Source: an optimization exercise on an open RTL-to-GDS flow (aim: small area). Production flows keep margins and buffers that such runs may drop.
No run shown here included a check of the RTL's function; only the layout flow was run.

## flow/design.v (module list and top-level ports; edited modules follow where they fit)
// module mul1: 3703 lines
// module mul1_fa: 4 lines
// module mul1_ha: 4 lines
// module mul1_bsel: 3 lines
// module mul1_bseln: 3 lines
module mul1 (
    input clock,
    input reset,
    input logic FU_unit,
    input [31:0] regA,
    input [31:0] regB,
    input logic [4:0] func,
    input logic rollback,
    input logic [5:0] tag_in,
    output logic [31:0] result,
    output logic [5:0] tag_out,
    output done
);
  // ...
==> flow/flow/run.sh <==
#!/bin/bash
# Standard ORFS layout (the standard.sh, standard synthesis unchanged) with
# minimum-size port buffers and power/area recovery after global routing.
set -euo pipefail
bash standard.sh BUFFER_PORTS_ARGS="-buffer_cell sky130_fd_sc_hd__buf_1" RECOVER_POWER=100 finish > standard.log 2>&1
==> flow/standard.sh <==
#!/bin/bash
# synth_recipe.tcl (not shown) runs the flow's synth.tcl, then flattens the netlist and writes it again
# the make line also repeats each setting of config.mk as NAME=value (left out here)
make -C /OpenROAD-flow-scripts/flow DESIGN_CONFIG=/design/flow/config.mk WORK_HOME=/design/flow/orfs CLKGATE_MAP_FILE= SYNTH_SCRIPT=/design/flow/synth_recipe.tcl "${@:-finish}"
==> flow/config.mk <==
export PLATFORM = sky130hd
export DESIGN_NAME = mul1
export DESIGN_NICKNAME = mul1
export VERILOG_FILES = /design/flow/design.v
export SDC_FILE = /design/flow/constraint.sdc
export NUM_CORES = 4
export LEC_CHECK = 0
export ABC_AREA = 1
export CAP_MARGIN = 20
export CORE_MARGIN = 2
export CORE_UTILIZATION = 70
export PLACE_DENSITY = 0.8
export SLEW_MARGIN = 20
export SYNTH_HIERARCHICAL = 1
export SYNTH_MINIMUM_KEEP_SIZE = 0
==> flow/constraint.sdc <==
create_clock -name core_clock -period 10.0 [get_ports {clock}]
set_input_delay 2.0000 -clock core_clock [delete_from_list [all_inputs] [get_ports {clock}]]
set_output_delay 2.0000 -clock core_clock [all_outputs]
set_load 0.01 [all_outputs]
==> tab_implementation.tex, run 1 <==
\begin{tabular}{lr}
\hline
Metric & Value \\
\hline
\multicolumn{2}{l}{\textbf{Detailed routing}} \\
Final wirelength & 105 mm \\
Uppermost signal routing layer after detailed routing & met5 \\
Met2 WL & 43.5 mm \\
Length of routed met3 wiring & 16.5 mm \\
\multicolumn{2}{l}{\textbf{Placed design}} \\
Cell Count Post-Placement & 3181 \\
Half-perimeter wire length after detailed placement & 73.6 mm \\
\multicolumn{2}{l}{\textbf{Worst setup path}} \\
Worst setup endpoint & res1[7] \\
Setup CP Type & in -> reg \\
Crit path launch type & input port \\
Worst R2R End & v1 \\
Cell at the slowest stage of the critical path & inv\_1 \\
\multicolumn{2}{l}{\textbf{Logic synthesis}} \\
Synth area leader & fa\_1 \\
Seq cells post-synth & 162 \\
Leading post-synthesis cells by instance count & 549 x xor2\_1, 511 x o22ai\_1, 495 x fa\_1 \\
Post-Synth XOR/XNOR Area & 18.7\% \\
Post-synth net total & 3376 \\
\multicolumn{2}{l}{\textbf{Timing}} \\
Setup slack after layout & 406 ps \\
Unrepaired setup endpoints after global routing & no \\
Actual slew at the worst max-slew pin & 1020 ps \\
\multicolumn{2}{l}{\textbf{Clock tree}} \\
Number of buffers between clock root and the deepest sink & 2 \\
Quantity of gates resized following cts & 0 \\
Cts hold-fix bufs & 0 \\
\multicolumn{2}{l}{\textbf{Worst hold path}} \\
Hold Path Cell Cnt & 0 \\
Min-delay src & res3[28] \\
\multicolumn{2}{l}{\textbf{Finish}} \\
Area of combinational cells with multiple inputs & 21600 µm² \\
Highest-count cells in the layout ignoring fill and taps & 549 x xor2\_1, 511 x o22ai\_1, 495 x fa\_1, 162 x dfxtp\_1, 153 x nand2\_1 \\
End-of-flow core utilization & 75.6\% \\
Fraction of standard cell area in multi-input logic & 76.4\% \\
Sequential cell count & 162 \\
Area Overhead vs Synth & 6.99\% \\
\multicolumn{2}{l}{\textbf{GRT}} \\
Number of antenna violations at the first check in global routing & 12 \\
Met1 GRT Util & 63.4\% \\
Remaining global-route overflow & 0 \\
\multicolumn{2}{l}{\textbf{Floorplan}} \\
Core outline area & 37400 µm² \\
\multicolumn{2}{l}{\textbf{Outcome}} \\
Run status & finished clean \\
\hline
\end{tabular}
==> inputs of run 2 (changes only) <==
--- a/flow/config.mk
+++ b/flow/config.mk
@@ -8,8 +8,9 @@
 export ABC_AREA = 1
 export CAP_MARGIN = 20
 export CORE_MARGIN = 2
-export CORE_UTILIZATION = 70
-export PLACE_DENSITY = 0.8
+export CORE_UTILIZATION = 45
+export CTS_BUF_LIST = sky130_fd_sc_hd__clkbuf_8
+export PLACE_DENSITY = 0.6
 export SLEW_MARGIN = 20
 export SYNTH_HIERARCHICAL = 1
 export SYNTH_MINIMUM_KEEP_SIZE = 0
==> run 2 against run 1 <==
Still clean on timing, DRC and antenna. Via count down 8.0%. Final cell count up 8.8%. Count of clock-buffer cells in the layout is the same. Worst hold slack worse by 4.1 ps. Register-to-register slack worse by 40 ps. Largest cell class unchanged.
==> tab_implementation.tex, run 2 <==
\begin{tabular}{lr}
\hline
Metric & Value \\
\hline
\multicolumn{2}{l}{\textbf{Worst setup path}} \\
Critical Path Fanout Max & 29 (was 21) \\
Worst reg2reg setup slack & 8780 ps (was 8820 ps) \\
Count of cells along the worst register-to-register path & 5 (unchanged) \\
Cell at the slowest stage of the critical path & fa\_1 (was inv\_1) \\
Endpoint class of the critical path & register (unchanged) \\
Data arrival time of the critical path & 9710 ps (was 9930 ps) \\
Setup CP Type & in -> reg (unchanged) \\
CP required & 10340 ps (about the same) \\
Worst R2R End & v1 (unchanged) \\
Crit path launch type & input port (unchanged) \\
Peak per-stage delay on the critical path & 520 ps (was 630 ps) \\
RR Startpoint & tag\_old[3] (unchanged) \\
Worst setup path startpoint & regB[11] (was regB[5]) \\
\multicolumn{2}{l}{\textbf{Finish}} \\
End-of-flow core utilization & 49.4\% (was 75.6\%) \\
Area Overhead vs Synth & 8.17\% (was 6.99\%) \\
Count of nets after finishing & 3424 (was 3387) \\
Ratio of cells with drive above 1 in the final layout & 9.82\% (was 8.59\%) \\
Commonest non-fill, non-tap cell in the layout & xor2\_1 (unchanged) \\
Highest-count cells in the layout ignoring fill and taps & 549 x xor2\_1, 511 x o22ai\_1, 495 x fa\_1, 173 x buf\_4, 162 x dfxtp\_1 (was 549 x xor2\_1, 511 x o22ai\_1, 495 x fa\_1, 162 x dfxtp\_1, 153 x nand2\_1) \\
\multicolumn{2}{l}{\textbf{Detailed routing}} \\
Pre-antenna DRT Iters & 6 (was 12) \\
Post-detailed-route count of antenna-violating nets & 0 (unchanged) \\
Routed WL per cell & 28.0 µm (was 32.5 µm) \\
Initial detailed-routing violation count & 2357 (was 3765) \\
Vias per cell & 6.23 (was 7.37) \\
Final wirelength & 98.1 mm (was 105 mm) \\
Post-route DRC & 0 (unchanged) \\
Vias after detailed routing & 21900 (was 23800) \\
\multicolumn{2}{l}{\textbf{Placed design}} \\
Routability congestion estimate from global placement & 1.05 (was 1.06) \\
Port Buffer Count & 117 (unchanged) \\
Post-placement worst setup slack & 418 ps (was 343 ps) \\
Half-perimeter wire length after detailed placement & 78.0 mm (was 73.6 mm) \\
\multicolumn{2}{l}{\textbf{Logic synthesis}} \\
Leading post-synthesis cells by instance count & 549 x xor2\_1, 511 x o22ai\_1, 495 x fa\_1 (unchanged) \\
Cell count after synthesis & 2678 (unchanged) \\
Seq cells post-synth & 162 (unchanged) \\
Synth area leader & fa\_1 (unchanged) \\
Synth unique cells & 35 (unchanged) \\
Most used standard cell by instance count after synthesis & xor2\_1 (unchanged) \\
Total number of yosys warnings & 7 (unchanged) \\
Mapped cell area & 26400 µm² (unchanged) \\
Post-Synthesis Mean Instance Area & 9.87 µm² (unchanged) \\
Number of flops mapped to enable cells by yosys & 0 (unchanged) \\
Cell types occupying the most area after synthesis & fa\_1 37\%, xor2\_1 18\%, dfxtp\_1 12\% (unchanged) \\
Fraction of synthesized cell area taken by the top area cell type & 37.5\% (unchanged) \\
Async set-reset flop share out of synthesis & 0\% (unchanged) \\
Leading register cell type out of synthesis & dfxtp\_1 (unchanged) \\
Sequential area share after synthesis & 12.3\% (unchanged) \\
Post-synth net total & 3376 (unchanged) \\
\multicolumn{2}{l}{\textbf{Floorplan}} \\
Core outline area & 57900 µm² (was 37400 µm²) \\
Starting utilization of the core area & 45.7\% (was 70.7\%) \\
Floorplan die width & 246 µm (was 198 µm) \\
Die outline height & 246 µm (was 198 µm) \\
Count of pins on the block boundary & 118 (unchanged) \\
Core Rows & 88 (was 71) \\
Total die area & 60700 µm² (was 39300 µm²) \\
\multicolumn{2}{l}{\textbf{GRT}} \\
Overall track demand over capacity in global routing & 32.7\% (was 55.7\%) \\
Remaining global-route overflow & 0 (unchanged) \\
Number of global-route vias before repair & 22700 (was 24800) \\
Maximum number of pins on one net before global-route repair & 53 (unchanged) \\
Wire length of the first global-routing pass & 146 mm (was 156 mm) \\
Number of antenna violations at the first check in global routing & 5 (was 12) \\
\multicolumn{2}{l}{\textbf{Timing}} \\
Actual slew at the worst max-slew pin & 1020 ps (about the same) \\
Largest clock skew in the final design & 30.1 ps (was 15.8 ps) \\
Unrepaired setup endpoints after global routing & no (unchanged) \\
Tmin final & 9370 ps (was 9590 ps) \\
Pins Over Slew Limit & 0 (unchanged) \\
Slew headroom & 32.3\% (was 31.8\%) \\
Setup slack after layout & 627 ps (was 406 ps) \\
Final setup violation count & 0 (unchanged) \\
Maximum clock frequency & 107 MHz (was 104 MHz) \\
Setup TNS & 0 ps (unchanged) \\
Part of the cycle the worst path needs & 93.7\% (was 95.9\%) \\
Number of endpoints with negative hold slack in the final report & 0 (unchanged) \\
\multicolumn{2}{l}{\textbf{Worst hold path}} \\
Endpoint of the worst hold-timing path & res3[11] (was res4[28]) \\
Hold Path Cell Cnt & 0 (unchanged) \\
Min-delay src & res2[11] (was res3[28]) \\
Worst Hold Class & reg -> reg (unchanged) \\
\multicolumn{2}{l}{\textbf{Clock tree}} \\
Level count of the clock H-tree & 4 (unchanged) \\
CTS tree & yes (unchanged) \\
Clock sinks & 162 (unchanged) \\
CTS Buf Count & 17 (unchanged) \\
Clock insertion delay at the later pin of the skew report & 480 ps (was 460 ps) \\
Clock slew seen by the registers of the worst setup and hold paths & 120 ps (was 70 ps) \\
Setup repair bufs after CTS & 0 (unchanged) \\
Quantity of gates resized following cts & 0 (unchanged) \\
CTS Root Cell & clkbuf\_8 (was clkbuf\_16) \\
Number of buffers between clock root and the deepest sink & 2 (unchanged) \\
Cts hold-fix bufs & 0 (unchanged) \\
\multicolumn{2}{l}{\textbf{Outcome}} \\
Run status & finished clean (unchanged) \\
\multicolumn{2}{l}{\textbf{Job}} \\
MaxCap Viol Count & 0 (unchanged) \\
\hline
\end{tabular}
-- run 2: changes by cell type in the layout (fill, tap and decap cells not counted), moves of 3 or more --
cell	change
clkinv_8	-3
inv_6	+4
buf_4	+40
buf_12	-4
clkbuf_8	+17
diode_2	-8
clkbuf_16	-17
-- run 2: cell type report --
cell class / instances / area (µm²)
tap: 765 / 957
clock inverter: 14 / 151
multi-input combinational: 2098 / 21600
timing repair buffer: 298 / 1840
sequential: 162 / 3240
clock buffer: 18 / 248
fill: 5483 / 29300
antenna: 3 / 7.51
inverter: 149 / 559
-- run 2: kinds of logic (layout without fill, tap and decap cells) --
| group | after synthesis | after routing | synth area share (%) |
|---|---|---|---|
| AOI/OAI and AO/OA | 626 | 626 | 14.7 |
| xor gates and xnor gates | 564 | 564 | 18.7 |
| adders and majority gates | 619 | 619 | 43.3 |
| buffers and inverters | 418 | 479 | 6.19 |
| DFF | 162 | 162 | 12.3 |
| muxes | 12 | 12 | 0.511 |
| other | 0 | 3 | 0 |
| and+or+nand+nor | 277 | 277 | 4.31 |
-- run 2: how the worst max path moves through the flow --
stage,to,slack (ps),cells past startpoint
finish,res1[31],630,31
global route,res1[31],320,35
CTS,res1[14],940,26
detailed placement,res1[14],420,26
global placement,res1[14],450,26
floorplan,res1[31],1570,29
-- run 2: worst max-delay path: cells and delay by family --
kind | cells | cell delay, ps
AO/OA/AOI/OAI | 5 | 930
XOR/XNOR | 1 | 220
adder cells (fa/ha/maj) | 9 | 3920
buffers and inverters | 3 | 990
AND/OR/NAND/NOR | 13 | 1640
-- run 2: metrics by stage --
step	std cells	area, µm²	hold WS [ps]
after global routing	3505	28600	336
after detailed placement	3472	28200	312
final	3507	28600	320
after CTS	3504	28600	326
after floorplan	2678	26400	310
after global placement	3472	28200	310
-- run 2: per-module statistics from Yosys, one instance, submodules excluded --
module,copies in the design,flip-flops and latches,cells inside,area (µm²)
mul1_fa,464,0,1,20.0
mul1,1,162,2168,16600
mul1_ha,46,0,1,12.5
-- run 2: layer usage --
| layer | GRT usage (%) | share of wire [%] | vias to the layer above |
|---|---|---|---|
| met4 | 17.8 | 6.2 | 2 |
| met3 | 7.96 | 10 | 265 |
| met5 | 0 | 0.011 | - |
| met2 | 50.4 | 45 | 1330 |
| li1 | - | - | 9135 |
| met1 | 42.2 | 38 | 11100 |
==> inputs of run 3 (changes only) <==
==> flow/run.sh (new file) <==
#!/bin/bash
# synth_recipe.tcl (not shown) runs the flow's synth.tcl, then flattens the netlist and writes it again
# the make line also repeats each setting of config.mk as NAME=value (left out here)
make -C /OpenROAD-flow-scripts/flow DESIGN_CONFIG=/design/flow/config.mk WORK_HOME=/design/flow/orfs CLKGATE_MAP_FILE= SYNTH_SCRIPT=/design/flow/synth_recipe.tcl finish
removed: flow/flow/run.sh
removed: flow/standard.sh
==> run 3 against run 2 <==
Synthesized area unchanged. Worst hold slack lost 1.0 ps. Critical path depth down 1. Still clean on timing, DRC and antenna. Count of clock-buffer cells in the layout down 1. Core utilization grew 1.3 points. Via count is 1.3% higher. Sequential share of layout area fell by 0.30 points. Synthesized cell count unchanged. Critical path type unchanged. Register-to-register slack hardly changed.
==> tab_implementation.tex, run 3 <==
\begin{tabular}{lr}
\hline
Metric & Value \\
\hline
\multicolumn{2}{l}{\textbf{Finish}} \\
Ratio of cells with drive above 1 in the final layout & 10.2\% (was 9.82\%) \\
Highest-count cells in the layout ignoring fill and taps & 549 x xor2\_1, 511 x o22ai\_1, 495 x fa\_1, 171 x buf\_4, 162 x dfxtp\_1 (was 549 x xor2\_1, 511 x o22ai\_1, 495 x fa\_1, 173 x buf\_4, 162 x dfxtp\_1) \\
Number of antenna repair diodes & 0 (was 3) \\
Final non-filler cell area & 29400 µm² (was 28600 µm²) \\
Count of nets after finishing & 3425 (was 3424) \\
Commonest non-fill, non-tap cell in the layout & xor2\_1 (unchanged) \\
Area Overhead vs Synth & 11.1\% (was 8.17\%) \\
\multicolumn{2}{l}{\textbf{Logic synthesis}} \\
Total number of yosys warnings & 7 (unchanged) \\
Async set-reset flop share out of synthesis & 0\% (unchanged) \\
Fraction of synthesized cell area taken by the top area cell type & 37.5\% (unchanged) \\
Cell types occupying the most area after synthesis & fa\_1 37\%, xor2\_1 18\%, dfxtp\_1 12\% (unchanged) \\
Number of flops mapped to enable cells by yosys & 0 (unchanged) \\
Sequential area share after synthesis & 12.3\% (unchanged) \\
Post-Synthesis Mean Instance Area & 9.87 µm² (unchanged) \\
Leading register cell type out of synthesis & dfxtp\_1 (unchanged) \\
Post-synth net total & 3376 (unchanged) \\
Synth area leader & fa\_1 (unchanged) \\
Cell count after synthesis & 2678 (unchanged) \\
Seq cells post-synth & 162 (unchanged) \\
Mapped cell area & 26400 µm² (unchanged) \\
Most used standard cell by instance count after synthesis & xor2\_1 (unchanged) \\
Synth unique cells & 35 (unchanged) \\
Leading post-synthesis cells by instance count & 549 x xor2\_1, 511 x o22ai\_1, 495 x fa\_1 (unchanged) \\
\multicolumn{2}{l}{\textbf{Clock tree}} \\
CTS tree & yes (unchanged) \\
CTS Root Cell & clkbuf\_8 (unchanged) \\
Setup repair bufs after CTS & 0 (unchanged) \\
Number of buffers between clock root and the deepest sink & 2 (unchanged) \\
Clock slew seen by the registers of the worst setup and hold paths & 110 ps (was 120 ps) \\
Cts hold-fix bufs & 0 (unchanged) \\
Clock sinks & 162 (unchanged) \\
CTS Buf Count & 17 (unchanged) \\
Clock insertion delay at the later pin of the skew report & 500 ps (was 480 ps) \\
Quantity of gates resized following cts & 0 (unchanged) \\
Level count of the clock H-tree & 4 (unchanged) \\
\multicolumn{2}{l}{\textbf{GRT}} \\
Number of antenna violations at the first check in global routing & 2 (was 5) \\
Overall track demand over capacity in global routing & 33.9\% (was 32.7\%) \\
Remaining global-route overflow & 0 (unchanged) \\
Number of global-route vias before repair & 23300 (was 22700) \\
Wire length of the first global-routing pass & 151 mm (was 146 mm) \\
Maximum number of pins on one net before global-route repair & 34 (was 53) \\
\multicolumn{2}{l}{\textbf{Worst setup path}} \\
Endpoint class of the critical path & register (unchanged) \\
RR Startpoint & tag\_old[3] (unchanged) \\
Data arrival time of the critical path & 9820 ps (was 9710 ps) \\
Most Frequent Cell on Critical Path & fa\_1 \\
Peak per-stage delay on the critical path & 560 ps (was 520 ps) \\
Count of cells along the worst register-to-register path & 5 (unchanged) \\
Worst setup endpoint & res1[31] (unchanged) \\
Worst setup path startpoint & regB[20] (was regB[11]) \\
Worst reg2reg setup slack & 8780 ps (about the same) \\
Worst path depth & 30 (was 31) \\
Crit path launch type & input port (unchanged) \\
Worst R2R End & v1 (unchanged) \\
Setup CP Type & in -> reg (unchanged) \\
Buffers \& Inverters on Critical Path & 3 (unchanged) \\
Critical Path Fanout Max & 18 (was 29) \\
Cell at the slowest stage of the critical path & clkdlybuf4s50\_1 (was fa\_1) \\
Crit path max-delay family & adder cells (unchanged) \\
CP required & 10360 ps (was 10340 ps) \\
\multicolumn{2}{l}{\textbf{Detailed routing}} \\
Vias per cell & 6.32 (was 6.23) \\
Post-detailed-route count of antenna-violating nets & 0 (unchanged) \\
Vias after detailed routing & 22100 (was 21900) \\
Final wirelength & 102 mm (was 98.1 mm) \\
Post-route DRC & 0 (unchanged) \\
Routed WL per cell & 29.1 µm (was 28.0 µm) \\
Initial detailed-routing violation count & 2304 (was 2357) \\
Pre-antenna DRT Iters & 8 (was 6) \\
\multicolumn{2}{l}{\textbf{Timing}} \\
Number of endpoints with negative hold slack in the final report & 0 (unchanged) \\
Setup TNS & 0 ps (unchanged) \\
Maximum clock frequency & 106 MHz (was 107 MHz) \\
Actual slew at the worst max-slew pin & 1210 ps (was 1020 ps) \\
Largest clock skew in the final design & 15.5 ps (was 30.1 ps) \\
Slew headroom & 19.3\% (was 32.3\%) \\
Part of the cycle the worst path needs & 94.6\% (was 93.7\%) \\
Final setup violation count & 0 (unchanged) \\
Unrepaired setup endpoints after global routing & no (unchanged) \\
Pins Over Slew Limit & 0 (unchanged) \\
Tmin final & 9460 ps (was 9370 ps) \\
\multicolumn{2}{l}{\textbf{Placed design}} \\
Port Buffer Count & 117 (unchanged) \\
Area after DPL & 29000 µm² (was 28200 µm²) \\
Routability congestion estimate from global placement & 0.993 (was 1.05) \\
Half-perimeter wire length after detailed placement & 78.2 mm (was 78.0 mm) \\
\multicolumn{2}{l}{\textbf{Worst hold path}} \\
Min-delay src & res3[27] (was res2[11]) \\
Hold Path Cell Cnt & 0 (unchanged) \\
Worst Hold Class & reg -> reg (unchanged) \\
\multicolumn{2}{l}{\textbf{Job}} \\
MaxCap Viol Count & 0 (unchanged) \\
\multicolumn{2}{l}{\textbf{Floorplan}} \\
Die outline height & 246 µm (unchanged) \\
Count of pins on the block boundary & 118 (unchanged) \\
Core outline area & 57900 µm² (unchanged) \\
Floorplan die width & 246 µm (unchanged) \\
Starting utilization of the core area & 45.7\% (unchanged) \\
Total die area & 60700 µm² (unchanged) \\
Core Rows & 88 (unchanged) \\
\multicolumn{2}{l}{\textbf{Outcome}} \\
Run status & finished clean (unchanged) \\
\hline
\end{tabular}
[run 3: per-module statistics from Yosys (local to each module, per instance)]
module,times used,flops+latches
mul1_ha,46,0
mul1_fa,464,0
mul1,1,162
[run 3: logic make-up (layout without fill, tap and decap cells)]
group	Yosys count	count (layout)	synth area share (%)
adders and majority gates	619	619	43.3
xor gates and xnor gates	564	564	18.7
and+or+nand+nor	277	277	4.31
buffers and inverters	418	480	6.19
DFF	162	162	12.3
AOI/OAI and AO/OA	626	626	14.7
muxes	12	12	0.511
[run 3: routing by layer]
layer	GRT usage (%)	vias up	wire (µm)	part of all wire, %
li1	-	9126	-	-
met1	43.2	11300	39200	38
met2	53.4	1440	46100	45
met3	7.75	319	10200	10
met4	18.8	0	6430	6.3
met5	0	-	0	0
[run 3: final cells by class]
cell class              instances  area [µm²]
clock buffers                  17         234
clock inverters                15         166
well taps                     765         957
multi-input cells            2098       21600
fillers                      5342       28500
flip-flops and latches        162        3240
repair buffers                299        2590
inverters                     149         559
[run 3: metrics by stage]
step	setup slack, ps	instances	hold slack [ps]	utilization (%)
after global routing	299	3505	330	50.7
after floorplan	1570	2678	310	-
final	544	3505	319	50.7
after CTS	715	3505	323	50.7
after global placement	225	3473	310	50.0
after detailed placement	172	3473	312	50.0
[run 3: worst min path at each step]
stage | to | slack (ps)
CTS | res4[27] | 320
finish | res4[27] | 320
detailed placement | tag2[0] | 310
global route | res2[2] | 330
global placement | tag2[4] | 310
floorplan | res2[0] | 310

-- afterwards: timing with drivers on the ports --
No port has a modelled driver above. Below, the same layouts with a new extraction and two added sets of constraints. Step 1: set_driving_cell puts a clkbuf_16 on clock and a buf_2 on each other input, an assumption about the parent block. Step 2 times the ports against the registers' clock, not the clock port: input delays grow and output delays shrink by t, the midpoint of the rising clock arrivals with the driver on. Slacks: ideal ports / drivers / drivers and shift; pairs: ideal ports / drivers.
run | shift t [ns] | slack for setup (ns) | worst setup path after step 2 | clock arrival spread, ns
run 1 | 0.509 | 0.406 / 0.441 / -0.068 | input to register | 0.018 / 0.018
run 2 | 0.508 | 0.627 / 0.546 / 0.037 | input to register | 0.037 / 0.037
run 3 | 0.531 | 0.544 / 0.559 / 0.028 | input to register | 0.026 / 0.026
With both steps, setup timing fails in run 1, where it was met with ideal ports. The setup slack of run 2, which loses most, moves by -0.081 ns with the drivers and by -0.590 ns with both steps.
